What follows belongs to an exercise in optimizing a design on an open flow for small area and a short achievable clock period; a production flow would make more cautious choices. In this exercise RTL edits were held to simulation tests only and were not proved equivalent to the original. The clock port is modelled as an ideal driver; clocking choices that lean on that would not hold on a real chip. No activity file was given, so power comes from the tool's default toggle rates.

## flow/design.v (module list and top-level ports; edited modules follow where they fit)
// module top: 21 lines
// module roba_mid: 17 lines
// module roba_expx: 43 lines
// module roba_expy: 29 lines
// module roba_por: 20 lines
// module roba_in: 185 lines
// module roba_sha: 132 lines
// module roba_shb: 121 lines
// module roba_add: 339 lines
// module g_inv: 1 lines
// module g_nand2: 1 lines
// module g_nor2: 1 lines
// module g_xor2: 1 lines
// module g_xnor2: 1 lines
// module g_a21oi: 1 lines
// module g_o21ai: 1 lines
// module g_o22ai: 1 lines
// module g_nor3: 1 lines
// module g_nor4: 1 lines
// module g_and4: 1 lines
// module g_and2: 1 lines
// module g_nand3: 1 lines
// module g_nand4: 1 lines
// module g_a22o: 1 lines
// module g_a31oi: 1 lines
// module g_a41oi: 1 lines
module top (
    input             clk,
    input      [15:0] x,
    input      [15:0] y,
    output reg [31:0] Q_p
);
  // ...
==> flow/flow/run.sh <==
#!/bin/bash
# Own layout flow: the standard ORFS flow with these changes:
#  - synthesis keeps the modules named in KEEP (flattened again at the end, as the standard flow's script
#    does) so that ABC maps each with a script of its own (ABC_PLAN: module:script pairs);
#  - ports get PORT_BUF buffers;
#  - timing repair aims SETUP_MARGIN ns below the clock period.
# Every tool's output goes to a log file in the work folder (and ORFS's own logs under orfs/logs).
set -euo pipefail
WORK=$(pwd)
FLOWDIR=$WORK/flow
source $FLOWDIR/settings.sh

cp config.mk my_config.mk
cat >> my_config.mk <<EOC
export SETUP_SLACK_MARGIN = ${SETUP_MARGIN}
export TNS_END_PERCENT = 100
export BUFFER_PORTS_ARGS = -buffer_cell ${PORT_BUF}
export SYNTH_KEEP_MODULES = ${KEEP:-}
EOC
[ -n "${EXTRA_MK:-}" ] && printf '%b\n' "$EXTRA_MK" >> my_config.mk
# area recovery after global routing (see post_grt.tcl)
if [ -f $FLOWDIR/post_grt.tcl ]; then
  echo "export POST_GLOBAL_ROUTE_TCL = $FLOWDIR/post_grt.tcl" >> my_config.mk
fi

# synthesis script: the standard flow's, with abc run once per module of ABC_PLAN, each with its own script
{
  echo "proc abc {args} {"
  echo "  set i [lsearch -exact \$args -script]"
  echo "  foreach {mod scr} {${ABC_PLAN}} {"
  echo "    set a \$args"
  echo "    lset a [expr {\$i + 1}] $FLOWDIR/\$scr"
  echo "    if {[string match roba_exp* \$mod]} { foreach c {${EXP_DU:-}} { lappend a -dont_use \$c } }"
  echo "    yosys abc {*}\$a \$mod"
  echo "  }"
  echo "}"
  cat synth_recipe.tcl
} > my_synth.tcl

make -C "$FLOW_HOME" DESIGN_CONFIG=$WORK/my_config.mk WORK_HOME=$WORK/orfs CLKGATE_MAP_FILE= \
  SYNTH_SCRIPT=$WORK/my_synth.tcl finish > $WORK/make_finish.log 2>&1

RES=$WORK/orfs/results/$FLOW_PLATFORM/top/base
: # left out here: write the final layout as DEF
==> flow/flow/amap.abc <==
strash; dch -f; amap
==> flow/flow/dnsize.tcl <==
# Greedy area recovery: downsize combinational cells one drive step at a time while the worst
# setup slack stays at least what it was before.
proc roba_family_sizes { master_name } {
  if { ![regexp {^(.*_)([0-9]+)$} $master_name -> base sz] } { return {} }
  set sizes {}
  foreach lc [get_lib_cells ${base}*] {
    set n [get_name $lc]
    if { [regexp "^[string map {. \\.} $base](\[0-9\]+)\$" $n -> s] } { lappend sizes [list $s $n] }
  }
  return [lsort -integer -index 0 $sizes]
}
proc roba_dnsize { {tol 0.0} {est "-placement"} } {
  estimate_parasitics {*}$est
  set ws0 [sta::worst_slack_cmd max]
  set a0 [rsz::design_area]
  set cands {}
  foreach inst [get_cells *] {
    if { [catch { set lc [get_lib_cells -of_objects $inst] }] || $lc eq "" || $lc eq "NULL" } { continue }
    if { [catch { set mn [get_name $lc] }] } { continue }
    if { [string match "*__dl*" $mn] || [string match "*__sdf*" $mn] } { continue }
    if { [string match "*clkbuf*" $mn] || [string match "clkbuf*" [get_name $inst]] } { continue }
    if { [string match "*tap*" $mn] || [string match "*fill*" $mn] || [string match "*conb*" $mn] } { continue }
    if { ![regexp {_([0-9]+)$} $mn -> sz] } { continue }
    if { $sz <= 1 } { continue }
    # slack of the instance's output
    set s 1e9
    foreach pin [get_pins -of_objects $inst -filter "direction == output"] {
      if { [catch { set ps [get_property $pin slack_max] }] } { set ps "" }
      if { $ps ne "" && $ps < $s } { set s $ps }
    }
    lappend cands [list $s $inst]
  }
  set cands [lsort -real -decreasing -index 0 $cands]
  set n 0
  foreach c $cands {
    set inst [lindex $c 1]
    set done 0
    while { !$done } {
      set mn [get_name [get_lib_cells -of_objects $inst]]
      set sizes [roba_family_sizes $mn]
      regexp {_([0-9]+)$} $mn -> cur
      set smaller ""
      foreach e $sizes { if { [lindex $e 0] < $cur } { set smaller [lindex $e 1] } }
      if { $smaller eq "" } { break }
      if { [catch { replace_cell $inst $smaller }] } { break }
      estimate_parasitics {*}$est
      set ws [sta::worst_slack_cmd max]
      if { $ws < $ws0 - $tol } {
        replace_cell $inst $mn
        estimate_parasitics {*}$est
        set done 1
      } else {
        incr n
      }
    }
  }
  puts "roba_dnsize: $n downsizing steps, area [expr {$a0*1e12}] -> [expr {[rsz::design_area]*1e12}], worst slack [expr {$ws0*1e9}] -> [expr {[sta::worst_slack_cmd max]*1e9}]"
}

proc roba_dnsize_adp { period {est "-placement"} } {
  estimate_parasitics {*}$est
  set ws [expr {[sta::worst_slack_cmd max] * 1e9}]
  set a [expr {[rsz::design_area] * 1e12}]
  set a0 $a; set ws0 $ws
  set cands {}
  foreach inst [get_cells *] {
    if { [catch { set lc [get_lib_cells -of_objects $inst] }] || $lc eq "" || $lc eq "NULL" } { continue }
    if { [catch { set mn [get_name $lc] }] } { continue }
    if { [string match "*__dl*" $mn] || [string match "*__sdf*" $mn] } { continue }
    if { [string match "*clkbuf*" $mn] || [string match "clkbuf*" [get_name $inst]] } { continue }
    if { [string match "*tap*" $mn] || [string match "*fill*" $mn] || [string match "*conb*" $mn] } { continue }
    if { ![regexp {_([0-9]+)$} $mn -> sz] } { continue }
    if { $sz <= 1 } { continue }
    set s 1e9
    foreach pin [get_pins -of_objects $inst -filter "direction == output"] {
      if { [catch { set ps [get_property $pin slack_max] }] } { set ps "" }
      if { $ps ne "" && $ps < $s } { set s $ps }
    }
    lappend cands [list $s $inst]
  }
  set cands [lsort -real -decreasing -index 0 $cands]
  set n 0
  foreach c $cands {
    set inst [lindex $c 1]
    while { 1 } {
      set mn [get_name [get_lib_cells -of_objects $inst]]
      set sizes [roba_family_sizes $mn]
      regexp {_([0-9]+)$} $mn -> cur
      set smaller ""
      foreach e $sizes { if { [lindex $e 0] < $cur } { set smaller [lindex $e 1] } }
      if { $smaller eq "" } { break }
      if { [catch { replace_cell $inst $smaller }] } { break }
      estimate_parasitics {*}$est
      set ws1 [expr {[sta::worst_slack_cmd max] * 1e9}]
      set a1 [expr {[rsz::design_area] * 1e12}]
      if { $a1 * ($period - $ws1) > $a * ($period - $ws) } {
        replace_cell $inst $mn
        estimate_parasitics {*}$est
        break
      }
      set ws $ws1; set a $a1
      incr n
    }
  }
  puts "roba_dnsize_adp: $n steps, area $a0 -> $a, worst slack $ws0 -> $ws"
}
==> flow/flow/exp.abc <==
strash; dch -f; map -D 900; topo; buffer -N 8; upsize -D 900; dnsize -D 900; stime -p
==> flow/flow/gate.abc <==
strash; map -a
==> flow/flow/post_grt.tcl <==
# After global routing's timing repair: give back area by downsizing cells that do not set the
# worst slack, then legalize and re-route what moved (as global_route.tcl does after its repairs).
source [file join [file dirname [info script]] dnsize.tcl]
roba_dnsize_adp 14.0 -global_routing
log_cmd global_route -start_incremental
log_cmd detailed_placement
log_cmd global_route -end_incremental
log_cmd estimate_parasitics -global_routing
write_guides $::env(RESULTS_DIR)/route.guide
==> flow/flow/settings.sh <==
SETUP_MARGIN=9.3
PORT_BUF=sky130_fd_sc_hd__buf_1
KEEP="roba_expx roba_expy g_a21oi g_inv g_nand2 g_nor2 g_nor3 g_o21ai g_o22ai g_xnor2 g_xor2 "
ABC_PLAN="roba_expx exp.abc roba_expy exp.abc g_* gate.abc top amap.abc"
EXTRA_MK='export ADDER_MAP_FILE =
export CTS_BUF_LIST = sky130_fd_sc_hd__clkbuf_8
export CTS_CLUSTER_SIZE = 32
export CTS_CLUSTER_DIAMETER = 60
export SKIP_GATE_CLONING = 1
export REMOVE_ABC_BUFFERS = 1
export ROBA_DN_TOL = 0.0'
EXP_DU="sky130_fd_sc_hd__nor4_* sky130_fd_sc_hd__nor3_* sky130_fd_sc_hd__or4_* sky130_fd_sc_hd__or3_* sky130_fd_sc_hd__a211oi_* sky130_fd_sc_hd__a2111oi_* sky130_fd_sc_hd__o2111ai_* sky130_fd_sc_hd__a311oi_* sky130_fd_sc_hd__o311ai_* sky130_fd_sc_hd__a41oi_* sky130_fd_sc_hd__o41ai_* sky130_fd_sc_hd__nor4b_* sky130_fd_sc_hd__nor3b_* sky130_fd_sc_hd__or2_* sky130_fd_sc_hd__and4_* sky130_fd_sc_hd__a221oi_* sky130_fd_sc_hd__o221ai_*"
==> flow/standard.sh <==
#!/bin/bash
# synth_recipe.tcl (not shown) runs the flow's synth.tcl, then flattens the netlist and writes it again
# the make line also repeats each setting of config.mk as NAME=value (left out here)
make -C /OpenROAD-flow-scripts/flow DESIGN_CONFIG=/design/flow/config.mk WORK_HOME=/design/flow/orfs CLKGATE_MAP_FILE= SYNTH_SCRIPT=/design/flow/synth_recipe.tcl "${@:-finish}"
==> flow/config.mk <==
export PLATFORM = sky130hd
export DESIGN_NAME = top
export DESIGN_NICKNAME = top
export VERILOG_FILES = /design/flow/design.v
export SDC_FILE = /design/flow/constraint.sdc
export NUM_CORES = 8
export LEC_CHECK = 0
export CAP_MARGIN = 20
export CORE_MARGIN = 2
export CORE_UTILIZATION = 40
export SLEW_MARGIN = 20
==> flow/constraint.sdc <==
create_clock -name core_clock -period 14.0 [get_ports {clk}]
set_input_delay 2.8000 -clock core_clock [delete_from_list [all_inputs] [get_ports {clk}]]
set_output_delay 2.8000 -clock core_clock [all_outputs]
set_load 0.01 [all_outputs]
==> metrics.yaml, run 1 <==
outcome:
  status: "finished clean"
power_and_ir_drop:
  power.leakage_nw: 2.15
  pwr-share-comb_pct: 53.6
  clock_power_share_pct: 15.6
  power_density_mw_per_mm2: 133
clocking:
  postCtsHoldBufs: 0
  cts.sink_count: 65
  cts_resized: 9
yosys:
  post-synth-top-count-cell: "nor2_1"
  synth_top_flop_cell: "dfxtp_1"
detailed_routing:
  wl_met3_um: 696
  drc: 0
worst_setup_path:
  cp.arrival_ps: 4580
  timing.reg2reg.setup_slack_ps: 9670
  r2r-start: "ax_r[14]"
  cp_common_cell: "nor2_1"
final_layout:
  final_common_cell: "nor2_1"
  final_cell_mix: "nor2_1 (162), o22ai_1 (119), nand2_1 (116)"
  multi_input_area_share_pct: 63.9
  sh_seq_area_pct: 20.8
  clock_buffers: 10
  design_area_sq_mm: 0.00625
die:
  rows: 43
  ios: 65
grt:
  antenna_found_initial: 0
  grt_util_met3_pct: 2.86
timing:
  worstMarginPinSlew_ps: 1010
placement:
  place_ws_ps: 8480
==> run 2: changes to the inputs <==
--- a/flow/flow/settings.sh
+++ b/flow/flow/settings.sh
@@ -1,2 +1,2 @@
-SETUP_MARGIN=9.3
+SETUP_MARGIN=9.5
 PORT_BUF=sky130_fd_sc_hd__buf_1
==> run 2 against run 1 <==
Net effect:
- clock skew decreased by 1.1 ps
- synthesized cell count unchanged
- maximum frequency increased by 3.0%
- core utilization increased by 0.66 points
- non-clock buffer count increased by 5
- worst hold slack improved by 5.1 ps
- critical path type unchanged
- critical endpoint unchanged
- highest routed layer unchanged
==> metrics.yaml, run 2 <==
power_and_ir_drop:
  p_int_mw: 0.481  # was 0.479 mW
  pwr-share-comb_pct: 54.0  # was 53.6%
  net-switching-power_mw: 0.361  # was 0.356 mW
  pwr-share-seq_pct: 30.6  # was 30.8%
  power_density_mw_per_mm2: 133  # about the same
  peakVddDrop_uv: 51.9  # was 51.8 uV
  power.leakage_nw: 2.17  # was 2.15 nW
  clock_power_share_pct: 15.4  # was 15.6%
  sw_frac_of_total_pct: 42.9  # was 42.6%
die:
  start_util_pct: 40.5  # unchanged
  core_region_area_sq_mm: 0.0137  # unchanged
  dieHeight_um: 122  # unchanged
  die_area_sq_mm: 0.0148  # unchanged
  ios: 65  # unchanged
  rows: 43  # unchanged
  die_x_um: 122  # unchanged
worst_setup_path:
  path_cells: "inv_1 > and3_1 > and2_1 > o21a_1 > a2111o_2 > inv_4 > o22ai_1 > o22ai_1 > o22ai_1 > o22ai_1 > nor2_1 > nor2_1 > nand2_1 > o21ai_2 > clkinv_1 > o21ai_0 > a21oi_1 > xnor2_1"  # was nor2_4 > nand3_4 > nor2_1 > nand2_1 > a22oi_1 > o211ai_1 > a2111o_2 > inv_4 > o22ai_1 > o22ai_1 > o22ai_1 > o22ai_1 > nor2_1 > nor2_1 > nand2_1 > nor2_1 > clkinv_1 > nor2_1 > a21oi_1 > xnor2_1
  critPathTopFamily: "compound AO/OA/AOI/OAI gates"  # unchanged
  crit_slowest_cell: "a2111o_2"  # unchanged
  end_kind: "register"  # unchanged
  cp.arrival_ps: 4450  # was 4580 ps
  worstSetupPathType: "reg2reg"  # unchanged
  crit_buf_inv: 3  # was 2
  critPathMaxFanout: 16  # was 17
  timing.reg2reg.setup_slack_ps: 9790  # was 9670 ps
  cp_common_cell: "o22ai_1"  # was nor2_1
  critPathRequiredTime_ps: 14250  # about the same
  crit_path_start_kind: "register"  # unchanged
  cp_slowest_stage_delay_ps: 610  # was 580 ps
final_layout:
  top_register: "Q_p"  # unchanged
  reg.largest.list: "Q_p (32), ax_r (16), ay_r (16)"  # unchanged
  final_cell_mix: "nor2_1 (159), nand2_1 (116), o22ai_1 (114)"  # was nor2_1 (162), o22ai_1 (119), nand2_1 (116)
  nFillCells: 1515  # was 1,509
  largest_reg_flops: 32  # unchanged
  drive_above_1_share_pct: 6.00  # was 4.52%
  diodes: 0  # unchanged
  final_common_cell: "nor2_1"  # unchanged
  nets: 965  # was 960
  syn_to_final_growth_pct: 14.3  # was 12.7%
yosys:
  syn_area_sq_mm: 0.00555  # unchanged
  post-synth-top-count-cell: "nor2_1"  # unchanged
  async_flop_share_pct: 0  # unchanged
  ys_ff_latch: 65  # unchanged
  synth-edff-count: 0  # unchanged
  synth_area_leaders: "dfxtp_1 (23%), xnor2_1 (15%), o22ai_1 (14%)"  # unchanged
  yosys.area.top_type: "dfxtp_1"  # unchanged
  netlist.area_leader.share_pct: 23.4  # unchanged
  synth_top_flop_cell: "dfxtp_1"  # unchanged
  synthCells: 846  # unchanged
  synthTopCellsByCount: "nor2_1 (163), o22ai_1 (123), nand2_1 (116)"  # unchanged
  syn_area_per_cell_sq_um: 6.56  # unchanged
  synth_cell_types: 34  # unchanged
  synth-seq-area-share_pct: 23.4  # unchanged
  ys_warn_count: 2  # unchanged
timing:
  fin_skew_ps: 7.58  # was 8.65 ps
  holdWs_ps: 846  # was 841 ps
  fin_setup_tns_ps: 0  # unchanged
  drv_slew: 0  # unchanged
  hold_violations: 0  # unchanged
  fin_crit_sh_pct: 30.0  # was 31.0%
  max-slew-margin-rel_pct: 32.6  # was 32.8%
  worstMarginPinSlew_ps: 1010  # about the same
  finalSetupViolCount: 0  # unchanged
  worst_slack_ps: 9790  # was 9670 ps
  fin_crit_ps: 4210  # was 4330 ps
  fmax_ghz: 0.238  # was 0.231 GHz
clocking:
  postCtsHoldBufs: 0  # unchanged
  clk_path_buf_depth: 2  # unchanged
  cts_buffers: 9  # unchanged
  postCtsSetupBuffers: 4  # was 3
  clkSlewWorstSetupHoldPaths_ps: 70  # about the same
  cts.sink_count: 65  # unchanged
  clkLatencyLatePin_ps: 360  # about the same
  cts_resized: 15  # was 9
  cts_max_level: 3  # unchanged
  tritoncts: "done"  # unchanged
  root_buffer: "clkbuf_8"  # unchanged
grt:
  grtUsageTotal_pct: 19.7  # about the same
  grt_pass1_vias: 5045  # was 5,031
  antenna_found_initial: 0  # unchanged
  grt_overflow: 0  # unchanged
  grt_max_degree: 33  # unchanged
  grt_pass1_wl_mm: 23.6  # about the same
placement:
  gp_congestion: 0.872  # unchanged
  hpwl_mm: 11.4  # unchanged
  place_ws_ps: 8480  # unchanged
  port-buffer-count: 64  # unchanged
detailed_routing:
  drc: 0  # unchanged
  drtIter0Drc: 363  # was 367
  routed_wl_mm: 14.5  # was 14.2 mm
  vias_per_cell: 5.23  # was 5.22
  postRouteAntennaNets: 0  # unchanged
  vias: 5825  # was 5,786
  drtPass1Iterations: 6  # was 5
  wl_per_cell_um: 13.0  # was 12.8 um
flow_run:
  cap_violations: 0  # unchanged
hold_path:
  hold_class: "reg2reg"  # unchanged
outcome:
  status: "finished clean"  # unchanged
[run 2: changes by cell type in the layout (fill, tap and decap cells not counted), sizes merged]
cell      delta
buf          +5
clkinvlp     +1
inv          -1
[run 2: cells by family (layout without fill, tap and decap cells)]
| kind of cell | Yosys count | count (layout) | synth area share, % |
|---|---|---|---|
| simple gates | 321 | 321 | 24.3 |
| compound gates | 261 | 261 | 27.6 |
| xor+xnor | 123 | 123 | 19.4 |
| buf+inv | 76 | 164 | 5.30 |
| flops | 65 | 65 | 23.4 |
[run 2: cell type report]
class | count | area (sq um) | area share (%)
flip-flops and latches | 65 | 1300 | 20.5
clock buffers | 10 | 138 | 2.17
repair buffers | 78 | 314 | 4.95
well taps | 180 | 225 | 3.55
inverters | 73 | 285 | 4.50
clock inverters | 3 | 12.5 | 0.197
multi-input cells | 705 | 4070 | 64.1
[run 2: power groups by stage]
stage / registers [mW] / logic (mW) / clock network, mW
after floorplan: 0.274 / 0.321 / 0
after global placement: 0.263 / 0.433 / 0
after detailed placement: 0.262 / 0.436 / 0
after CTS: 0.258 / 0.447 / 0.136
final: 0.258 / 0.455 / 0.130
[run 2: per-module statistics from Yosys (local to each module, per instance), excerpt]
module / flip-flops and latches / times used / area (sq um) / cells inside
g_a21oi: 0 / 28 / 5.00 / 1
g_inv: 0 / 51 / 3.75 / 1
g_nand2: 0 / 97 / 3.75 / 1
g_nor2: 0 / 143 / 3.75 / 1
g_xor2: 0 / 31 / 8.76 / 1
roba_expx: 0 / 1 / 581 / 102
[run 2: per-stage QoR]
stage                     cell area (sq um)  instances  utilization, %  power (mW)
after floorplan                        5530        843               -       0.596
after global placement                 6040       1092            44.0       0.696
after detailed placement               6040       1092            44.0       0.699
after CTS                              6250       1109            45.6       0.842
final                                  6340       1114            46.2       0.843
[run 2: routing by layer]
metal  vias to the layer above  track usage (%)  wire length, um
li1                       3114                -                -
met1                      2528             25.7             7030
met2                       154             31.9             6370
met3                        29             2.90              630
met4                         0             9.55              495
met5                         -                0                0
[run 2: final timing paths]
kind / depth (start not counted) / from / end
min reg2reg: 0 / s_r / Q_p[31]
min: 0 / s_r / Q_p[31]
max reg2reg: 18 / ax_r[7] / Q_p[25]
max: 18 / ax_r[7] / Q_p[25]
[run 2: worst reg2reg max path: cells and delay by family, from the launching register on]
kind	cells	cell delay [ps]
AO/OA/AOI/OAI	9	2170
AND/OR/NAND/NOR	5	850
flip-flops	1	500
buffers and inverters	3	470
XOR/XNOR	1	120
==> run 3: changes to the inputs <==
--- a/flow/flow/settings.sh
+++ b/flow/flow/settings.sh
@@ -1,2 +1,2 @@
-SETUP_MARGIN=9.5
+SETUP_MARGIN=9.4
 PORT_BUF=sky130_fd_sc_hd__buf_1
==> run 3 against run 2 <==
Net effect:
- sequential cell count is the same
- worst hold slack worse by 6.9 ps
- first-iteration DRC count increased by 10%
- cell count down 0.27%
- largest power group unchanged
==> metrics.yaml, run 3 <==
hold_path:
  hold_class: "reg2reg"  # unchanged
die:
  dieHeight_um: 122  # unchanged
  die_x_um: 122  # unchanged
  ios: 65  # unchanged
  start_util_pct: 40.5  # unchanged
  die_area_sq_mm: 0.0148  # unchanged
  core_region_area_sq_mm: 0.0137  # unchanged
  rows: 43  # unchanged
worst_setup_path:
  worstSetupPathType: "reg2reg"  # unchanged
  timing.reg2reg.setup_slack_ps: 9790  # about the same
  cp.arrival_ps: 4450  # about the same
  critPathMaxFanout: 16  # unchanged
  critPathRequiredTime_ps: 14250  # about the same
  end_kind: "register"  # unchanged
  crit_path_start_kind: "register"  # unchanged
detailed_routing:
  routed_wl_mm: 14.3  # was 14.5 mm
  drtPass1Iterations: 5  # was 6
  drtIter0Drc: 400  # was 363
  postRouteAntennaNets: 0  # unchanged
  drc: 0  # unchanged
  vias: 5820  # was 5,825
  vias_per_cell: 5.24  # was 5.23
  wl_per_cell_um: 12.9  # was 13.0 um
grt:
  grtUsageTotal_pct: 19.7  # about the same
  grt_util_met3_pct: 2.86  # was 2.90%
  top_usage_layer: "met2"  # unchanged
  grt_pass1_wl_mm: 23.6  # about the same
  antenna_found_initial: 0  # unchanged
  grt_overflow: 0  # unchanged
  grt_use_met2_pct: 32.0  # was 31.9%
  grt_max_degree: 33  # unchanged
  use_met1_pct: 25.7  # unchanged
  grt_pass1_vias: 5033  # was 5,045
clocking:
  cts_max_level: 3  # unchanged
  clk_path_buf_depth: 2  # unchanged
  cts_resized: 12  # was 15
  postCtsSetupBuffers: 3  # was 4
  tritoncts: "done"  # unchanged
  cts_buffers: 9  # unchanged
  clkSlewWorstSetupHoldPaths_ps: 70  # about the same
  root_buffer: "clkbuf_8"  # unchanged
  cts.sink_count: 65  # unchanged
  postCtsHoldBufs: 0  # unchanged
  clkLatencyLatePin_ps: 360  # about the same
yosys:
  ys_warn_count: 2  # unchanged
  async_flop_share_pct: 0  # unchanged
  synth-edff-count: 0  # unchanged
  synth_area_leaders: "dfxtp_1 (23%), xnor2_1 (15%), o22ai_1 (14%)"  # unchanged
  synth_cell_types: 34  # unchanged
  syn_area_per_cell_sq_um: 6.56  # unchanged
  syn_area_sq_mm: 0.00555  # unchanged
  post-synth-top-count-cell: "nor2_1"  # unchanged
  synthTopCellsByCount: "nor2_1 (163), o22ai_1 (123), nand2_1 (116)"  # unchanged
  synth_top_flop_cell: "dfxtp_1"  # unchanged
  yosys.area.top_type: "dfxtp_1"  # unchanged
  synth-seq-area-share_pct: 23.4  # unchanged
  netlist.area_leader.share_pct: 23.4  # unchanged
  ys_ff_latch: 65  # unchanged
  synthCells: 846  # unchanged
placement:
  hpwl_mm: 11.4  # unchanged
  gp_congestion: 0.872  # unchanged
  port-buffer-count: 64  # unchanged
  place_inst: 1092  # unchanged
timing:
  fin_crit_sh_pct: 30.0  # about the same
  worstMarginPinSlew_ps: 1000  # was 1010 ps
  fmax_ghz: 0.238  # about the same
  fin_skew_ps: 8.86  # was 7.58 ps
  fin_crit_ps: 4210  # about the same
  fin_setup_tns_ps: 0  # unchanged
  drv_slew: 0  # unchanged
  finalSetupViolCount: 0  # unchanged
  max-slew-margin-rel_pct: 33.2  # was 32.6%
  hold_violations: 0  # unchanged
power_and_ir_drop:
  peakVddDrop_uv: 51.9  # about the same
  power.leakage_nw: 2.15  # was 2.17 nW
  power_density_mw_per_mm2: 133  # about the same
final_layout:
  nets: 962  # was 965
  final_cells: 1111  # was 1,114
  nFillCells: 1511  # was 1,515
  drive_above_1_share_pct: 4.73  # was 6.00%
  syn_to_final_growth_pct: 12.9  # was 14.3%
  diodes: 0  # unchanged
  largest_reg_flops: 32  # unchanged
  final_cell_mix: "nor2_1 (162), o22ai_1 (122), nand2_1 (116)"  # was nor2_1 (159), nand2_1 (116), o22ai_1 (114)
  top_register: "Q_p"  # unchanged
  final_common_cell: "nor2_1"  # unchanged
  reg.largest.list: "Q_p (32), ax_r (16), ay_r (16)"  # unchanged
flow_run:
  cap_violations: 0  # unchanged
outcome:
  status: "finished clean"  # unchanged
==> run 3: changes by cell type in the layout (fill, tap and decap cells not counted), sizes merged <==
cell / before / now
clkinv: 50 / 49
clkinvlp: 1 / 2
buf: 78 / 75
==> run 3: layout make-up <==
type / instances / area [sq um] / share of cell area, %
flip-flops and latches: 65 / 1300 / 20.8
clock buffers: 10 / 138 / 2.20
repair buffers: 75 / 308 / 4.91
inverters: 73 / 288 / 4.59
multi-input cells: 705 / 3990 / 63.7
well taps: 180 / 225 / 3.59
clock inverters: 3 / 11.3 / 0.180
==> run 3: metrics by stage <==
stage               util (%)  power (mW)  worst slack [ps]  area, sq um  hold slack [ps]
floorplan                  -       0.596              8100         5530              820
detailed placement      44.0       0.699              8480         6040              875
CTS                     45.5       0.840              9400         6240              875
global placement        44.0       0.696              8690         6040              884
finish                  45.7       0.836              9790         6260              839
==> run 3: worst paths after layout <==
kind                               start      end  cells past startpoint
worst max-delay path            ax_r[14]  Q_p[25]                     20
worst min register to register       s_r  Q_p[31]                      0
worst min-delay path                 s_r  Q_p[31]                      0
worst max register to register  ax_r[14]  Q_p[25]                     20
==> run 3: power breakdown <==
group	leakage (nW)	switching [mW]	total [mW]	internal [mW]
sequential	0.549	0.0256	0.257	0.232
combinational	1.51	0.266	0.449	0.183
clock	0.0841	0.0653	0.129	0.0641
total	2.15	0.357	0.836	0.479
==> run 3: worst max-delay path, cell delays in order, from the launching register on <==
cell and delay (ps):
dfxtp_1 370, nor2_4 150, nand3_4 120, inv_2 110
nand4_4 120, nor2_1 260, nand2_1 90, a2111o_2 500
inv_4 150, o22ai_1 140, o22ai_1 230, o22ai_1 150
o22ai_1 380, nor2_1 130, nor2_1 240, nand2_1 130
nor2_1 300, clkinv_1 190, nor2_1 140, a21oi_1 80
xnor2_1 120
==> run 3: kinds of logic after synthesis <==
| family | count (synthesis) | share of synthesized area, % |
|---|---|---|
| buf+inv | 76 | 5.30 |
| xor+xnor | 123 | 19.4 |
| simple gates | 321 | 24.3 |
| compound gates | 261 | 27.6 |
| flops | 65 | 23.4 |
==> run 3: modules after synthesis (local to each module, per instance) <==
module / cells inside / area [sq um] / copies in the design / flip-flops and latches
g_xnor2: 1 / 8.76 / 92 / 0
g_inv: 1 / 3.75 / 51 / 0
g_o21ai: 1 / 5.00 / 43 / 0
roba_expy: 44 / 204 / 1 / 0
g_o22ai: 1 / 6.26 / 123 / 0
g_nor3: 1 / 5.00 / 1 / 0
roba_expx: 102 / 581 / 1 / 0
top: 91 / 1470 / 1 / 65
g_nor2: 1 / 3.75 / 143 / 0
g_nand2: 1 / 3.75 / 97 / 0
g_a21oi: 1 / 5.00 / 28 / 0
g_xor2: 1 / 8.76 / 31 / 0
==> run 3: routing by layer <==
layer	up-vias	share of wire, %	wire length, um
li1	3103	-	-
met1	2525	48	6890
met2	165	44	6280
met3	27	4.6	665
met4	0	3.3	465
met5	-	0	0
==> run 4: changes to the inputs <==
==> flow/flow/exp.abc (replaced) <==
strash; dch -f; map -D 700; topo; buffer -N 8; upsize -D 700; dnsize -D 700; stime -p
==> run 4 against run 3 <==
Net effect:
- die area grew 0.35%
- critical path type unchanged
- sequential share of layout area shrank 0.25 points
- largest power group unchanged
- count of clock-buffer cells in the layout rose by 1
- core utilization grew 0.56 points
- first-iteration DRC count is 8.8% higher
- setup slack got worse by 2.2 ps
- wire length increased by 1.9%
- combinational power barely moved
- sequential power is essentially flat
- highest routed layer unchanged
- still clean
- cell area up 1.2%
- worst hold slack improved by 21 ps
==> metrics.yaml, run 4 <==
final_layout:
  diodes: 0  # unchanged
  final_core_util_pct: 46.2  # was 45.7%
  design_area_sq_mm: 0.00634  # was 0.00626 sq mm
  final_cell_mix: "nor2_1 (153), o22ai_1 (122), nand2_1 (118)"  # was nor2_1 (162), o22ai_1 (122), nand2_1 (116)
  largest_reg_flops: 32  # unchanged
  syn_to_final_growth_pct: 13.8  # was 12.9%
  top_register: "Q_p"  # unchanged
  drive_above_1_share_pct: 5.45  # was 4.73%
  reg.largest.list: "Q_p (32), ax_r (16), ay_r (16)"  # unchanged
  nets: 963  # was 962
  final_common_cell: "nor2_1"  # unchanged
  final_cells: 1115  # was 1,111
timing:
  max-slew-margin-rel_pct: 31.8  # was 33.2%
  fin_crit_sh_pct: 30.1  # was 30.0%
  holdWs_ps: 860  # was 839 ps
  finalSetupViolCount: 0  # unchanged
  worstMarginPinSlew_ps: 1020  # was 1000 ps
  fin_skew_ps: 9.65  # was 8.86 ps
  fin_crit_ps: 4210  # about the same
  drv_slew: 0  # unchanged
  fin_setup_tns_ps: 0  # unchanged
  hold_violations: 0  # unchanged
  fmax_ghz: 0.238  # about the same
worst_setup_path:
  r2r_end: "Q_p[18]"  # was Q_p[25]
  r2r-start: "ax_r[13]"  # was ax_r[14]
  crit_path_start_kind: "register"  # unchanged
  critPathRequiredTime_ps: 14250  # about the same
  crit_buf_inv: 4  # was 3
  worstSetupPathType: "reg2reg"  # unchanged
  cp_slowest_stage_delay_ps: 510  # was 500 ps
  startpoint: "ax_r[13]"  # was ax_r[14]
  critPathMaxFanout: 26  # was 16
  path_cells: "nor2_4 > nand2_1 > nor2_2 > o21ai_1 > buf_4 > o211a_1 > nand4_1 > buf_4 > o22ai_1 > o22ai_1 > o22ai_1 > o22ai_1 > nor2_1 > nor2_1 > a21oi_2 > o21ai_0 > a21oi_1 > buf_4 > clkinvlp_4 > a21oi_1 > xnor2_1"  # was nor2_4 > nand3_4 > inv_2 > nand4_4 > nor2_1 > nand2_1 > a2111o_2 > inv_4 > o22ai_1 > o22ai_1 > o22ai_1 > o22ai_1 > nor2_1 > nor2_1 > nand2_1 > nor2_1 > clkinv_1 > nor2_1 > a21oi_1 > xnor2_1
  reg2reg_depth: 21  # was 20
  cp_common_cell: "o22ai_1"  # was nor2_1
  end_kind: "register"  # unchanged
  crit_slowest_cell: "dfxtp_1"  # was a2111o_2
  timing.reg2reg.setup_slack_ps: 9790  # about the same
  cp.arrival_ps: 4450  # about the same
  critPathTopFamily: "compound AO/OA/AOI/OAI gates"  # was simple AND/OR/NAND/NOR gates
clocking:
  tritoncts: "done"  # unchanged
  cts_buffers: 9  # unchanged
  clkSlewWorstSetupHoldPaths_ps: 70  # about the same
  cts.sink_count: 65  # unchanged
  cts_resized: 6  # was 12
  clk_path_buf_depth: 2  # unchanged
  postCtsHoldBufs: 0  # unchanged
  cts_max_level: 3  # unchanged
  root_buffer: "clkbuf_8"  # unchanged
  clkLatencyLatePin_ps: 370  # was 360 ps
  postCtsSetupBuffers: 1  # was 3
grt:
  antenna_found_initial: 0  # unchanged
  grt_pass1_vias: 5144  # was 5,033
  grt_pass1_wl_mm: 24.0  # was 23.6 mm
  grtUsageTotal_pct: 20.0  # was 19.7%
  grt_overflow: 0  # unchanged
  grt_max_degree: 33  # unchanged
die:
  die_area_sq_mm: 0.0149  # was 0.0148 sq mm
  dieHeight_um: 122  # about the same
  rows: 43  # unchanged
  start_util_pct: 40.6  # was 40.5%
  die_x_um: 122  # about the same
  ios: 65  # unchanged
  core_region_area_sq_mm: 0.0137  # unchanged
detailed_routing:
  postRouteAntennaNets: 0  # unchanged
  wl_per_cell_um: 13.1  # was 12.9 um
  vias_per_cell: 5.20  # was 5.24
  drc: 0  # unchanged
  drtPass1Iterations: 5  # unchanged
  drtIter0Drc: 435  # was 400
  vias: 5797  # was 5,820
  routed_wl_mm: 14.6  # was 14.3 mm
yosys:
  synth-edff-count: 0  # unchanged
  async_flop_share_pct: 0  # unchanged
  post-synth-top-count-cell: "nor2_1"  # unchanged
  synth_top_flop_cell: "dfxtp_1"  # unchanged
  synthCells: 847  # was 846
  yosys.area.top_type: "dfxtp_1"  # unchanged
  synth-seq-area-share_pct: 23.4  # about the same
  synth_cell_types: 33  # was 34
  synthTopCellsByCount: "nor2_1 (157), o22ai_1 (125), nand2_1 (118)"  # was nor2_1 (163), o22ai_1 (123), nand2_1 (116)
  ys_warn_count: 2  # unchanged
  synth_area_leaders: "dfxtp_1 (23%), xnor2_1 (14%), o22ai_1 (14%)"  # was dfxtp_1 (23%), xnor2_1 (15%), o22ai_1 (14%)
  syn_area_sq_mm: 0.00557  # was 0.00555 sq mm
  netlist.area_leader.share_pct: 23.4  # about the same
  ys_ff_latch: 65  # unchanged
  syn_area_per_cell_sq_um: 6.58  # was 6.56 sq um
power_and_ir_drop:
  clock_power_share_pct: 16.6  # was 15.5%
  power.leakage_nw: 2.15  # about the same
  power_density_mw_per_mm2: 134  # was 133 mW/mm^2
  pwr-share-seq_pct: 30.4  # was 30.8%
  p_int_mw: 0.487  # was 0.479 mW
  pwr-share-comb_pct: 53.0  # was 53.7%
  sw_frac_of_total_pct: 42.6  # was 42.7%
  peakVddDrop_uv: 54.1  # was 51.9 uV
  net-switching-power_mw: 0.362  # was 0.357 mW
placement:
  port-buffer-count: 64  # unchanged
  gp_congestion: 0.883  # was 0.872
  placed_cell_area_sq_mm: 0.00606  # was 0.00604 sq mm
  place_inst: 1093  # was 1,092
  hpwl_mm: 11.3  # was 11.4 mm
hold_path:
  hold_start: "s_r"  # unchanged
  hold_path_end: "Q_p[31]"  # unchanged
  min_path_cells: 0  # unchanged
  hold_class: "reg2reg"  # unchanged
outcome:
  status: "finished clean"  # unchanged
flow_run:
  cap_violations: 0  # unchanged
run 4: cell types whose count changed after synthesis, sizes merged, moves of 2 or more:
cell   previous run  this run
nand2           116       118
o22ai           123       125
o21a              1         3
and3              3         1
o21ai            72        68
run 4: worst reg2reg max path: cells and delay by family, from the launching register on:
family / cells / cell delay (ps)
XOR/XNOR: 1 / 90
AO/OA/AOI/OAI: 10 / 1790
buffers and inverters: 4 / 900
flip-flops: 1 / 510
AND/OR/NAND/NOR: 6 / 790
run 4: area by class of cell:
type	count	area (sq um)
timing repair buffer	75	304
sequential	65	1300
tap	180	225
clock inverter	5	20.0
clock buffer	11	151
multi-input combinational	705	4040
fill	1481	7380
inverter	74	294
run 4: cell families (layout without fill, tap and decap cells):
group                     count (synthesis)  in the layout  synth area share, %
AOI/OAI and AO/OA                       261            261                 27.8
xor gates and xnor gates                123            123                 19.3
buffers and inverters                    77            165                 5.32
DFF                                      65             65                 23.4
and+or+nand+nor                         321            321                 24.2
run 4: metrics by stage:
stage / total power, mW / setup slack, ps
final: 0.849 / 9790
after CTS: 0.848 / 9420
after detailed placement: 0.700 / 8880
after global placement: 0.698 / 8890
after floorplan: 0.598 / 8120
run 4: worst max path at each step:
stage | endpoint | slack, ps | cells after the start
finish | Q_p[18] | 9790 | 21
detailed placement | Q_p[25] | 8880 | 20
CTS | Q_p[18] | 9420 | 20
floorplan | Q_p[24] | 8120 | 16
global placement | Q_p[18] | 8890 | 21
run 4: Yosys stat by module (local to each module, per instance), a selection:
module | times used | area (sq um) | flip-flops and latches | cells inside
g_xor2 | 31 | 8.76 | 0 | 1
top | 1 | 1470 | 65 | 91
g_nor3 | 1 | 5.00 | 0 | 1
g_o21ai | 43 | 5.00 | 0 | 1
g_inv | 51 | 3.75 | 0 | 1
g_nand2 | 97 | 3.75 | 0 | 1
g_o22ai | 123 | 6.26 | 0 | 1
roba_expx | 1 | 587 | 0 | 104
g_xnor2 | 92 | 8.76 | 0 | 1
g_a21oi | 28 | 5.00 | 0 | 1
run 4: power by group through the flow:
stage	combinational, mW	sequential (mW)	clock, mW
global placement	0.437	0.262	0
floorplan	0.324	0.275	0
detailed placement	0.437	0.263	0
CTS	0.441	0.258	0.149
finish	0.450	0.258	0.141
run 4: metal layers:
layer | part of all wire (%) | vias up | GRT usage, %
met2 | 44 | 148 | 32.1
met5 | 0 | - | 0
met1 | 49 | 2511 | 26.4
met4 | 3.1 | 0 | 9.27
li1 | - | 3110 | -
met3 | 4.2 | 28 | 2.67
==> run 5: changes to the inputs <==
==> flow/flow/exp.abc (replaced) <==
strash; dch -f; map -D 1100; topo; buffer -N 8; upsize -D 1100; dnsize -D 1100; stime -p
==> run 5 against run 4 <==
Net effect:
- die area shrank 0.19%
- highest routed layer unchanged
- critical endpoint is now Q_p[19]
- worst hold slack is essentially flat
- total power grew 0.95%
- sequential power is essentially flat
- first-iteration DRC count shrank 24%
==> metrics.yaml, run 5 <==
yosys:
  synth_compound_area_share_pct: 27.5  # was 27.8%
  synth_fa_ha_area_share_pct: 0  # unchanged
  synth_cell_types: 38  # was 33
  yosys.area.top_type: "dfxtp_1"  # unchanged
  synthCells: 841  # was 847
  synth-seq-area-share_pct: 23.4  # about the same
  synthTopCellsByCount: "nor2_1 (156), o22ai_1 (124), nand2_1 (119)"  # was nor2_1 (157), o22ai_1 (125), nand2_1 (118)
  synth_area_leaders: "dfxtp_1 (23%), xnor2_1 (14%), o22ai_1 (14%)"  # unchanged
  synth-edff-count: 0  # unchanged
  synth_top_flop_cell: "dfxtp_1"  # unchanged
  synth_top_family_by_area: "compound AO/OA/AOI/OAI gates"  # unchanged
  synth-xor-area-share_pct: 19.4  # was 19.3%
  ys_ff_latch: 65  # unchanged
  syn_area_per_cell_sq_um: 6.61  # was 6.58 sq um
  post-synth-top-count-cell: "nor2_1"  # unchanged
  async_flop_share_pct: 0  # unchanged
  syn_area_sq_mm: 0.00556  # was 0.00557 sq mm
  netlist.area_leader.share_pct: 23.4  # about the same
  ys_warn_count: 2  # unchanged
  synth_mux_area_share_pct: 0  # unchanged
  synth-simple-area-share_pct: 24.4  # was 24.2%
final_layout:
  top_register: "Q_p"  # unchanged
  final_common_cell: "nor2_1"  # unchanged
  reg.largest.list: "Q_p (32), ax_r (16), ay_r (16)"  # unchanged
  nFillCells: 1468  # was 1,481
  seqCellArea_sq_mm: 0.00130  # about the same
  design_area_sq_mm: 0.00642  # was 0.00634 sq mm
  syn_to_final_growth_pct: 15.4  # was 13.8%
  diodes: 0  # unchanged
  drive_above_1_share_pct: 7.63  # was 5.45%
  multiInputGateArea_sq_mm: 0.00410  # was 0.00404 sq mm
  largest_reg_flops: 32  # unchanged
  final_cell_mix: "nor2_1 (155), nand2_1 (118), o22ai_1 (103)"  # was nor2_1 (153), o22ai_1 (122), nand2_1 (118)
  final_cells: 1111  # was 1,115
  nets: 959  # was 963
grt:
  grt_pass1_wl_mm: 23.8  # was 24.0 mm
  grt_pass1_vias: 5037  # was 5,144
  grt_overflow: 0  # unchanged
  antenna_found_initial: 0  # unchanged
  grt_max_degree: 33  # unchanged
  grtUsageTotal_pct: 19.9  # was 20.0%
worst_setup_path:
  crit_path_start_kind: "register"  # unchanged
  critPathMaxFanout: 17  # was 26
  crit_slowest_cell: "dfxtp_1"  # unchanged
  cp.arrival_ps: 4470  # was 4450 ps
  reg2reg_depth: 24  # was 21
  worstSetupPathType: "reg2reg"  # unchanged
  path_cells: "nor2_4 > nand3_4 > nor2_8 > and2_2 > a21boi_2 > o21ai_1 > o21ai_0 > nor2_1 > nand4_1 > buf_6 > inv_4 > o22ai_1 > o22ai_1 > o22ai_1 > o22ai_1 > nor2_1 > nor2_1 > a21oi_1 > o21ai_0 > a21oi_1 > buf_4 > clkinvlp_4 > a21oi_1 > xnor2_1"  # was nor2_4 > nand2_1 > nor2_2 > o21ai_1 > buf_4 > o211a_1 > nand4_1 > buf_4 > o22ai_1 > o22ai_1 > o22ai_1 > o22ai_1 > nor2_1 > nor2_1 > a21oi_2 > o21ai_0 > a21oi_1 > buf_4 > clkinvlp_4 > a21oi_1 > xnor2_1
  r2r_end: "Q_p[19]"  # was Q_p[18]
  timing.reg2reg.setup_slack_ps: 9810  # was 9790 ps
  critPathRequiredTime_ps: 14280  # was 14,250 ps
  cp_slowest_stage_delay_ps: 360  # was 510 ps
  cp_common_cell: "o22ai_1"  # unchanged
  end_kind: "register"  # unchanged
  r2r-start: "ax_r[15]"  # was ax_r[13]
timing:
  fin_skew_ps: 18.8  # was 9.65 ps
  hold_violations: 0  # unchanged
  finalSetupViolCount: 0  # unchanged
  drv_slew: 0  # unchanged
  worst_slack_ps: 9810  # was 9790 ps
  max-slew-margin-rel_pct: 32.2  # was 31.8%
  holdWs_ps: 859  # was 860 ps
  fmax_ghz: 0.239  # was 0.238 GHz
  fin_crit_sh_pct: 29.9  # was 30.1%
  fin_setup_tns_ps: 0  # unchanged
  fin_crit_ps: 4190  # was 4210 ps
  worstMarginPinSlew_ps: 1020  # about the same
detailed_routing:
  routed_wl_mm: 14.4  # was 14.6 mm
  drtIter0Drc: 332  # was 435
  drtPass1Iterations: 5  # unchanged
  vias_per_cell: 5.24  # was 5.20
  drc: 0  # unchanged
  postRouteAntennaNets: 0  # unchanged
  wl_per_cell_um: 13.0  # was 13.1 um
  vias: 5819  # was 5,797
hold_path:
  hold_class: "reg2reg"  # unchanged
  min_path_cells: 0  # unchanged
  hold_path_end: "Q_p[31]"  # unchanged
  hold_start: "s_r"  # unchanged
die:
  die_area_sq_mm: 0.0149  # about the same
  start_util_pct: 40.5  # was 40.6%
  die_x_um: 122  # about the same
  ios: 65  # unchanged
  rows: 43  # unchanged
  dieHeight_um: 122  # about the same
  core_region_area_sq_mm: 0.0137  # unchanged
clocking:
  postCtsSetupBuffers: 1  # unchanged
  cts.sink_count: 65  # unchanged
  cts_resized: 8  # was 6
  clkLatencyLatePin_ps: 370  # about the same
  clkSlewWorstSetupHoldPaths_ps: 70  # about the same
  cts_max_level: 3  # unchanged
  postCtsHoldBufs: 0  # unchanged
  clk_path_buf_depth: 2  # unchanged
  tritoncts: "done"  # unchanged
  root_buffer: "clkbuf_8"  # unchanged
  cts_buffers: 9  # unchanged
power_and_ir_drop:
  pwr-share-seq_pct: 30.0  # was 30.4%
  sw_frac_of_total_pct: 42.7  # was 42.6%
  p_int_mw: 0.491  # was 0.487 mW
  clock_power_share_pct: 16.4  # was 16.6%
  pwr-share-comb_pct: 53.6  # was 53.0%
  peakVddDrop_uv: 52.6  # was 54.1 uV
  net-switching-power_mw: 0.366  # was 0.362 mW
  power_density_mw_per_mm2: 133  # was 134 mW/mm^2
  power.leakage_nw: 2.26  # was 2.15 nW
placement:
  port-buffer-count: 64  # unchanged
  place_inst: 1090  # was 1,093
  placed_cell_area_sq_mm: 0.00606  # about the same
  gp_congestion: 0.999  # was 0.883
  place_ws_ps: 8740  # was 8880 ps
  hpwl_mm: 11.3  # about the same
outcome:
  status: "finished clean"  # unchanged
flow_run:
  cap_violations: 0  # unchanged
==> run 5: metal layers <==
metal	routed length, um	share of wire [%]	GRT usage [%]	vias to the layer above
li1	-	-	-	3082
met3	693	4.8	4.07	31
met5	0	0	0	-
met4	411	2.9	8.69	0
met2	6450	45	31.9	151
met1	6860	48	25.7	2555
==> run 5: stage by stage <==
stage          utilization, %  power [mW]
2_1_floorplan               -       0.596
3_3_place_gp             44.2       0.700
3_5_place_dp             44.2       0.700
4_1_cts                  45.8       0.868
6_report                 46.8       0.857
==> run 5: cell type report <==
class / count / area share [%]
repair buffers: 76 / 5.07
well taps: 180 / 3.51
clock buffers: 9 / 1.93
clock inverters: 7 / 0.741
inverters: 74 / 4.62
flip-flops and latches: 65 / 20.3
multi-input cells: 700 / 63.8
==> run 5: cell families after synthesis <==
kind of cell	after synthesis
xor gates and xnor gates	123
AOI/OAI and AO/OA	258
DFF	65
and+or+nand+nor	319
buffers and inverters	76
==> run 5: how the worst max path moves through the flow <==
stage,to,from,depth (start not counted),slack (ps)
floorplan,Q_p[24],ax_r[15],16,8140
global placement,Q_p[20],ay_r[13],21,8710
detailed placement,Q_p[24],ay_r[13],22,8740
CTS,Q_p[30],ax_r[11],24,9440
finish,Q_p[19],ax_r[15],24,9810
==> run 5: worst max-delay path, delay by kind of cell (launching register included) <==
kind                   cells  cell delay, ps
AO/OA/AOI/OAI             11            1850
XOR/XNOR                   1             140
buffers and inverters      4             620
flip-flops                 1             360
AND/OR/NAND/NOR            8            1110
==> run 5: per-module statistics from Yosys, one instance, submodules excluded, a selection <==
module / copies in the design / area [sq um] / flops+latches / cells
top: 1 / 1470 / 65 / 91
g_a21oi: 28 / 5.00 / 0 / 1
g_inv: 51 / 3.75 / 0 / 1
g_nor3: 1 / 5.00 / 0 / 1
g_xnor2: 92 / 8.76 / 0 / 1
roba_expy: 1 / 191 / 0 / 41
==> run 5: power by group through the flow <==
| stage | clock, mW | combinational (mW) | sequential (mW) |
|---|---|---|---|
| floorplan | 0 | 0.322 | 0.274 |
| global placement | 0 | 0.438 | 0.262 |
| detailed placement | 0 | 0.437 | 0.262 |
| CTS | 0.170 | 0.441 | 0.258 |
| finish | 0.141 | 0.459 | 0.257 |
==> run 6: changes to the inputs <==
==> flow/flow/exp.abc (replaced) <==
strash; dch -f; map -D 1400; topo; buffer -N 8; upsize -D 1400; dnsize -D 1400; stime -p
==> run 6 against run 5 <==
Net effect:
- critical endpoint is now Q_p[29]
- count of clock-buffer cells in the layout rose by 2
- area after synthesis shrank 2.1%
- setup slack got worse by 46 ps
- combinational power increased by 2%
- critical path depth rose by 1
- global-route usage is 0.12 points higher
- maximum frequency is 1.1% lower
- core utilization up 2.0 points
- non-clock buffer count rose by 11
- total power is 0.62% higher
- still clean
==> metrics.yaml, run 6 <==
outcome:
  status: "finished clean"  # unchanged
worst_setup_path:
  critPathMaxFanout: 11  # was 17
  critPathRequiredTime_ps: 14290  # was 14,280 ps
  worstSetupPathType: "reg2reg"  # unchanged
  timing.reg2reg.setup_slack_ps: 9760  # was 9810 ps
  end_kind: "register"  # unchanged
  cp.arrival_ps: 4530  # was 4470 ps
  crit_path_start_kind: "register"  # unchanged
clocking:
  clkLatencyLatePin_ps: 360  # was 370 ps
  postCtsHoldBufs: 0  # unchanged
  root_buffer: "clkbuf_8"  # unchanged
  clkSlewWorstSetupHoldPaths_ps: 70  # about the same
  tritoncts: "done"  # unchanged
  postCtsSetupBuffers: 4  # was 1
  cts_resized: 15  # was 8
  cts_max_level: 3  # unchanged
  clk_path_buf_depth: 2  # unchanged
  cts_buffers: 9  # unchanged
  cts.sink_count: 65  # unchanged
die:
  rows: 42  # was 43
  die_area_sq_mm: 0.0145  # was 0.0149 sq mm
  start_util_pct: 41.1  # was 40.5%
  die_x_um: 121  # was 122 um
  dieHeight_um: 121  # was 122 um
  core_region_area_sq_mm: 0.0132  # was 0.0137 sq mm
  ios: 65  # unchanged
yosys:
  synth_top_family_by_area: "compound AO/OA/AOI/OAI gates"  # unchanged
  synth-seq-area-share_pct: 23.9  # was 23.4%
  synth-simple-area-share_pct: 23.6  # was 24.4%
  post-synth-top-count-cell: "nor2_1"  # unchanged
  synth_fa_ha_area_share_pct: 0  # unchanged
  synthCells: 839  # was 841
  async_flop_share_pct: 0  # unchanged
  synth-edff-count: 0  # unchanged
  synth-xor-area-share_pct: 19.8  # was 19.4%
  yosys.area.top_type: "dfxtp_1"  # unchanged
  synth_top_flop_cell: "dfxtp_1"  # unchanged
  ys_ff_latch: 65  # unchanged
  synth_area_leaders: "dfxtp_1 (24%), xnor2_1 (15%), o22ai_1 (14%)"  # was dfxtp_1 (23%), xnor2_1 (14%), o22ai_1 (14%)
  ys_warn_count: 2  # unchanged
  synthTopCellsByCount: "nor2_1 (165), o22ai_1 (125), nand2_1 (115)"  # was nor2_1 (156), o22ai_1 (124), nand2_1 (119)
  synth_cell_types: 29  # was 38
  synth_compound_area_share_pct: 27.6  # was 27.5%
  syn_area_sq_mm: 0.00544  # was 0.00556 sq mm
  synth_mux_area_share_pct: 0  # unchanged
  syn_area_per_cell_sq_um: 6.48  # was 6.61 sq um
  netlist.area_leader.share_pct: 23.9  # was 23.4%
detailed_routing:
  routed.top_layer: "met4"  # unchanged
  vias_per_cell: 5.31  # was 5.24
  wl_met2_mm: 7.02  # was 6.45 mm
  postRouteAntennaNets: 0  # unchanged
  wl_met3_um: 603  # was 693 um
  met1_length_mm: 6.93  # was 6.86 mm
  routed_wl_mm: 14.8  # was 14.4 mm
  wl_per_cell_um: 13.3  # was 13.0 um
  drc: 0  # unchanged
  drtPass1Iterations: 7  # was 5
  drtIter0Drc: 434  # was 332
  vias: 5913  # was 5,819
final_layout:
  diodes: 0  # unchanged
  reg.largest.list: "Q_p (32), ax_r (16), ay_r (16)"  # unchanged
  drive_above_1_share_pct: 9.59  # was 7.63%
  largest_reg_flops: 32  # unchanged
  final_common_cell: "nor2_1"  # unchanged
  top_register: "Q_p"  # unchanged
  final_cell_mix: "nor2_1 (159), nand2_1 (113), o22ai_1 (98)"  # was nor2_1 (155), nand2_1 (118), o22ai_1 (103)
  nets: 968  # was 959
  syn_to_final_growth_pct: 18.7  # was 15.4%
  nFillCells: 1464  # was 1,468
grt:
  grt_max_degree: 33  # unchanged
  grt_overflow: 0  # unchanged
  grt_pass1_wl_mm: 23.7  # was 23.8 mm
  grtUsageTotal_pct: 20.0  # was 19.9%
  grt_pass1_vias: 5039  # was 5,037
  antenna_found_initial: 0  # unchanged
power_and_ir_drop:
  pwr-share-comb_pct: 54.4  # was 53.6%
  peakVddDrop_uv: 51.0  # was 52.6 uV
  pwr-share-seq_pct: 29.8  # was 30.0%
  p_int_mw: 0.496  # was 0.491 mW
  clock_power_share_pct: 15.8  # was 16.4%
  power_density_mw_per_mm2: 133  # about the same
  net-switching-power_mw: 0.366  # about the same
  power.leakage_nw: 2.24  # was 2.26 nW
  sw_frac_of_total_pct: 42.5  # was 42.7%
timing:
  fin_crit_sh_pct: 30.3  # was 29.9%
  fin_skew_ps: 11.7  # was 18.8 ps
  fin_setup_tns_ps: 0  # unchanged
  worst_slack_ps: 9760  # was 9810 ps
  worstMarginPinSlew_ps: 1030  # was 1020 ps
  max-slew-margin-rel_pct: 31.2  # was 32.2%
  drv_slew: 0  # unchanged
  fin_crit_ps: 4240  # was 4190 ps
  finalSetupViolCount: 0  # unchanged
  fmax_ghz: 0.236  # was 0.239 GHz
  hold_violations: 0  # unchanged
hold_path:
  hold_class: "reg2reg"  # unchanged
flow_run:
  cap_violations: 0  # unchanged
placement:
  place_ws_ps: 8660  # was 8740 ps
  gp_congestion: 0.895  # was 0.999
  port-buffer-count: 64  # unchanged
  hpwl_mm: 11.0  # was 11.3 mm
==> run 6: cell types whose count changed after synthesis, moves of 2 or more <==
cell	delta
a21oi_1	+11
a21oi_2	-9
nor2_1	+9
nand2_1	-4
o21ai_0	+4
inv_2	-2
nand3b_1	-2
nor2_8	-2
o21ai_1	-2
==> run 6: cells by family after synthesis <==
logic type             count (synthesis)
AO/OA/AOI/OAI                        261
XOR/XNOR                             123
buffers and inverters                 73
flip-flops                            65
AND/OR/NAND/NOR                      317
==> run 6: worst paths after layout <==
| check | from | endpoint | cells past startpoint |
|---|---|---|---|
| worst max-delay path | ax_r[15] | Q_p[29] | 25 |
| worst min-delay path | s_r | Q_p[31] | 0 |
| worst max register to register | ax_r[15] | Q_p[29] | 25 |
| worst min register to register | s_r | Q_p[31] | 0 |
==> run 6: final cells by class <==
cell class / count / area [sq um] / share of cell area (%)
multi-input cells: 701 / 4110 / 63.7
flip-flops and latches: 65 / 1310 / 20.3
repair buffers: 87 / 363 / 5.62
inverters: 71 / 290 / 4.49
well taps: 176 / 220 / 3.41
clock buffers: 11 / 151 / 2.34
clock inverters: 3 / 11.3 / 0.174
==> run 6: per-layer routing <==
metal / global-route usage (%) / vias to the layer above
li1: - / 3101
met4: 7.99 / 0
met2: 32.9 / 162
met3: 2.78 / 16
met5: 0 / -
met1: 26.3 / 2634
==> run 6: metrics by stage <==
step	area, sq um	power (mW)	utilization, %	cells	hold WS [ps]
after floorplan	5430	0.592	-	837	820
after global placement	5930	0.692	44.8	1082	859
after detailed placement	5930	0.692	44.8	1082	855
after CTS	6160	0.839	46.6	1100	854
final	6460	0.862	48.8	1114	868
==> run 6: per-module statistics from Yosys, one instance, submodules excluded <==
| module | cells | times used |
|---|---|---|
| g_xnor2 | 1 | 92 |
| g_o21ai | 1 | 43 |
| g_nor2 | 1 | 143 |
| roba_expx | 98 | 1 |
| g_a21oi | 1 | 28 |
| g_nor3 | 1 | 1 |
| g_xor2 | 1 | 31 |
| roba_expy | 41 | 1 |
| g_nand2 | 1 | 97 |
| g_o22ai | 1 | 123 |
| g_inv | 1 | 51 |
| top | 91 | 1 |
==> run 6: power by group through the flow <==
stage | logic (mW) | registers, mW | clock network (mW)
2_1_floorplan | 0.318 | 0.274 | 0
3_3_place_gp | 0.431 | 0.261 | 0
3_5_place_dp | 0.431 | 0.261 | 0
4_1_cts | 0.439 | 0.257 | 0.144
6_report | 0.469 | 0.257 | 0.136
==> run 6: worst max-delay path, stage by stage, from the launching register on <==
cell and delay [ps]:
dfxtp_2 350, nor2_4 150, nand3_2 110, inv_1 130, nand4_2 160, nor2_1 240
nand3_1 90, o21ai_0 80, nor2_1 60, nand2_1 80, inv_1 170, a21oi_2 290
buf_2 180, o22ai_1 90, o22ai_1 210, o22ai_1 160, o22ai_1 310, nor2_1 110
nor2_1 240, nand2_1 100, o21ai_0 150, a21oi_1 60, buf_4 170, clkbuf_2 160
o21ai_1 170, xor2_1 160
==> run 7: changes to the inputs <==
--- a/flow/flow/run.sh
+++ b/flow/flow/run.sh
@@ -21,2 +21,5 @@
 # area recovery after global routing (see post_grt.tcl)
+if [ -f $FLOWDIR/post_cts.tcl ]; then
+  echo "export POST_CTS_TCL = $FLOWDIR/post_cts.tcl" >> my_config.mk
+fi
 if [ -f $FLOWDIR/post_grt.tcl ]; then
==> flow/flow/exp.abc (replaced) <==
strash; dch -f; map -D 900; topo; buffer -N 8; upsize -D 900; dnsize -D 900; stime -p
==> flow/flow/post_cts.tcl (new file) <==
source [file join [file dirname [info script]] dnsize.tcl]
roba_dnsize_adp 14.0 -placement
log_cmd detailed_placement
==> run 7 against run 6 <==
Net effect:
- total power down 2.6%
- core utilization down 2.7 points
- count of clock-buffer cells in the layout down 1
- via count up 0.39%
- clock skew down 3.4 ps
- critical path depth down 5
- combinational power down 3%
- cell count up 0.90%
- first-iteration DRC count down 7.4%
- synthesized cell count up 0.83%
- maximum frequency down 3.0%
- critical path type unchanged
- critical endpoint is now Q_p[24]
==> metrics.yaml, run 7 <==
outcome:
  status: "finished clean"  # unchanged
grt:
  grt_pass1_wl_mm: 23.6  # was 23.7 mm
  grt_pass1_vias: 5030  # was 5,039
  grt_max_degree: 33  # unchanged
  grtUsageTotal_pct: 19.7  # was 20.0%
  antenna_found_initial: 0  # unchanged
  grt_overflow: 0  # unchanged
yosys:
  ys_ff_latch: 65  # unchanged
  synth-edff-count: 0  # unchanged
  netlist.area_leader.share_pct: 23.4  # was 23.9%
  async_flop_share_pct: 0  # unchanged
  syn_area_per_cell_sq_um: 6.56  # was 6.48 sq um
  synthTopCellsByCount: "nor2_1 (163), o22ai_1 (123), nand2_1 (116)"  # was nor2_1 (165), o22ai_1 (125), nand2_1 (115)
  synthCells: 846  # was 839
  synth_area_leaders: "dfxtp_1 (23%), xnor2_1 (15%), o22ai_1 (14%)"  # was dfxtp_1 (24%), xnor2_1 (15%), o22ai_1 (14%)
  syn_area_sq_mm: 0.00555  # was 0.00544 sq mm
  synth_top_flop_cell: "dfxtp_1"  # unchanged
  synth-seq-area-share_pct: 23.4  # was 23.9%
  synth_cell_types: 34  # was 29
  ys_warn_count: 2  # unchanged
  post-synth-top-count-cell: "nor2_1"  # unchanged
  yosys.area.top_type: "dfxtp_1"  # unchanged
final_layout:
  final_common_cell: "nor2_1"  # unchanged
  largest_reg_flops: 32  # unchanged
  nFillCells: 1509  # was 1,464
  drive_above_1_share_pct: 5.19  # was 9.59%
  top_register: "Q_p"  # unchanged
  reg.largest.list: "Q_p (32), ax_r (16), ay_r (16)"  # unchanged
  design_area_sq_mm: 0.00633  # was 0.00646 sq mm
  final_core_util_pct: 46.1  # was 48.8%
  diodes: 0  # unchanged
  syn_to_final_growth_pct: 14.0  # was 18.7%
  nets: 975  # was 968
  final_cells: 1124  # was 1,114
  final_cell_mix: "nor2_1 (161), o22ai_1 (122), nand2_1 (116)"  # was nor2_1 (159), nand2_1 (113), o22ai_1 (98)
worst_setup_path:
  critPathRequiredTime_ps: 14280  # was 14,290 ps
  critPathMaxFanout: 8  # was 11
  end_kind: "register"  # unchanged
  worstSetupPathType: "reg2reg"  # unchanged
  r2r-start: "ax_r[14]"  # was ax_r[15]
  cp.arrival_ps: 4650  # was 4530 ps
  startpoint: "ax_r[14]"  # was ax_r[15]
  crit_path_start_kind: "register"  # unchanged
power_and_ir_drop:
  power_density_mw_per_mm2: 133  # about the same
  peakVddDrop_uv: 50.4  # was 51.0 uV
  power.leakage_nw: 2.16  # was 2.24 nW
hold_path:
  hold_class: "reg2reg"  # unchanged
  hold_start: "s_r"  # unchanged
die:
  rows: 43  # was 42
  die_x_um: 122  # was 121 um
  core_region_area_sq_mm: 0.0137  # was 0.0132 sq mm
  start_util_pct: 40.5  # was 41.1%
  die_area_sq_mm: 0.0148  # was 0.0145 sq mm
  dieHeight_um: 122  # was 121 um
  ios: 65  # unchanged
timing:
  max-slew-margin-rel_pct: 49.2  # was 31.2%
  fmax_ghz: 0.229  # was 0.236 GHz
  worst_slack_ps: 9630  # was 9760 ps
  fin_crit_ps: 4370  # was 4240 ps
  finalSetupViolCount: 0  # unchanged
  hold_violations: 0  # unchanged
  drv_slew: 0  # unchanged
  fin_crit_sh_pct: 31.2  # was 30.3%
  fin_setup_tns_ps: 0  # unchanged
  fin_skew_ps: 8.30  # was 11.7 ps
  worstMarginPinSlew_ps: 761  # was 1030 ps
detailed_routing:
  drc: 0  # unchanged
  drtIter0Drc: 402  # was 434
  vias: 5936  # was 5,913
  postRouteAntennaNets: 0  # unchanged
  wl_per_cell_um: 13.1  # was 13.3 um
  vias_per_cell: 5.28  # was 5.31
  drtPass1Iterations: 5  # was 7
  routed_wl_mm: 14.8  # about the same
clocking:
  tritoncts: "done"  # unchanged
  clkSlewWorstSetupHoldPaths_ps: 60  # was 70 ps
  clkLatencyLatePin_ps: 360  # about the same
  cts.sink_count: 65  # unchanged
placement:
  port-buffer-count: 64  # unchanged
  placed_cell_area_sq_mm: 0.00604  # was 0.00593 sq mm
  hpwl_mm: 11.4  # was 11.0 mm
  place_ws_ps: 8480  # was 8660 ps
  gp_congestion: 0.872  # was 0.895
  place_inst: 1092  # was 1,082
flow_run:
  cap_violations: 0  # unchanged
[run 7: cell type report]
type                    count  area (sq um)  area share [%]
inverters                  73           298            4.71
multi-input cells         705          3990            63.1
clock inverters             3          11.3           0.178
flip-flops and latches     65          1300            20.6
clock buffers              10           138            2.18
repair buffers             88           360            5.70
well taps                 180           225            3.56
[run 7: worst paths after layout]
check        endpoint  slack [ps]  cells after the start
min            Q_p[0]         840                      1
min reg2reg    Q_p[0]         840                      1
max           Q_p[24]        9630                     20
max reg2reg   Q_p[24]        9630                     20
[run 7: logic make-up (layout without fill, tap and decap cells)]
kind of cell,after synthesis,in the layout,synth area share (%)
compound gates,261,261,27.6
xor+xnor,123,123,19.4
simple gates,321,321,24.3
buf+inv,76,174,5.30
flops,65,65,23.4
[run 7: routing by layer]
metal / track usage [%] / vias to the layer above / part of all wire [%]
li1: - / 3136 / -
met1: 25.7 / 2598 / 48
met2: 32.0 / 176 / 45
met3: 2.86 / 26 / 4.6
met4: 9.34 / 0 / 2.8
met5: 0 / - / 0
[run 7: critical path, cell delays in order, from the launching register on]
cell and delay [ps]:
dfxtp_1 370, nor2_4 150, nand3_4 120, nor2_1 170, nand2_1 70, a22oi_1 180, o211ai_1 160, a2111o_2 530
buf_2 200, o22ai_1 230, o22ai_1 160, o22ai_1 290, o22ai_1 190, nor2_1 210, nor2_1 90, a21oi_1 160
o21ai_0 120, a21oi_2 330, clkinv_2 200, a21oi_1 220, xnor2_1 140
[run 7: through the flow]
stage / hold WS (ps) / power (mW)
3_5_place_dp: 875 / 0.699
6_report: 840 / 0.840
2_1_floorplan: 820 / 0.596
3_3_place_gp: 884 / 0.696
[run 7: modules after synthesis, one instance, submodules excluded, excerpt]
module,copies in the design,cells inside
g_nor3,1,1
g_nand2,97,1
roba_expy,1,44
g_o21ai,43,1
g_xor2,31,1
g_xnor2,92,1
g_a21oi,28,1
top,1,91
g_inv,51,1
g_nor2,143,1
roba_expx,1,102
[run 7: power by group]
part	total (mW)	switching, mW	internal (mW)
Combinational	0.456	0.273	0.184
Clock	0.129	0.0648	0.0641
Sequential	0.255	0.0229	0.232

## static timing again, ports no longer ideal
The results above use ideal ports. As a check the final layouts listed here were re-extracted and re-timed, cells and wires unchanged. Step 1 assumes that a clkbuf_16 drives the clock port and a buf_2 every other input. Step 2 times the ports against the registers' clock, not the clock port: input delays grow and output delays shrink by t, the midpoint of the rising clock arrivals with the driver on. Three values: no drivers, after step 1, after step 2; two values: the first two.
run | t, ns | setup slack, ns | worst setup path after step 2 | worst register clock-pin slew, ns
run 1 | 0.390 | 9.666 / 9.666 / 9.666 | register to register | 0.07 / 0.07
run 2 | 0.390 | 9.794 / 9.794 / 9.682 | input to register | 0.07 / 0.07
run 3 | 0.392 | 9.793 / 9.793 / 9.689 | input to register | 0.07 / 0.07
run 4 | 0.399 | 9.791 / 9.791 / 9.678 | input to register | 0.07 / 0.07
run 5 | 0.398 | 9.811 / 9.811 / 9.665 | input to register | 0.08 / 0.08
run 6 | 0.393 | 9.765 / 9.765 / 9.628 | input to register | 0.07 / 0.07
run 7 | 0.390 | 9.634 / 9.634 / 9.634 | register to register | 0.07 / 0.07
After both steps every run listed still meets setup and hold. The setup slack of run 5, which loses most, moves by 0.000 ns with the drivers and by -0.146 ns with both steps.
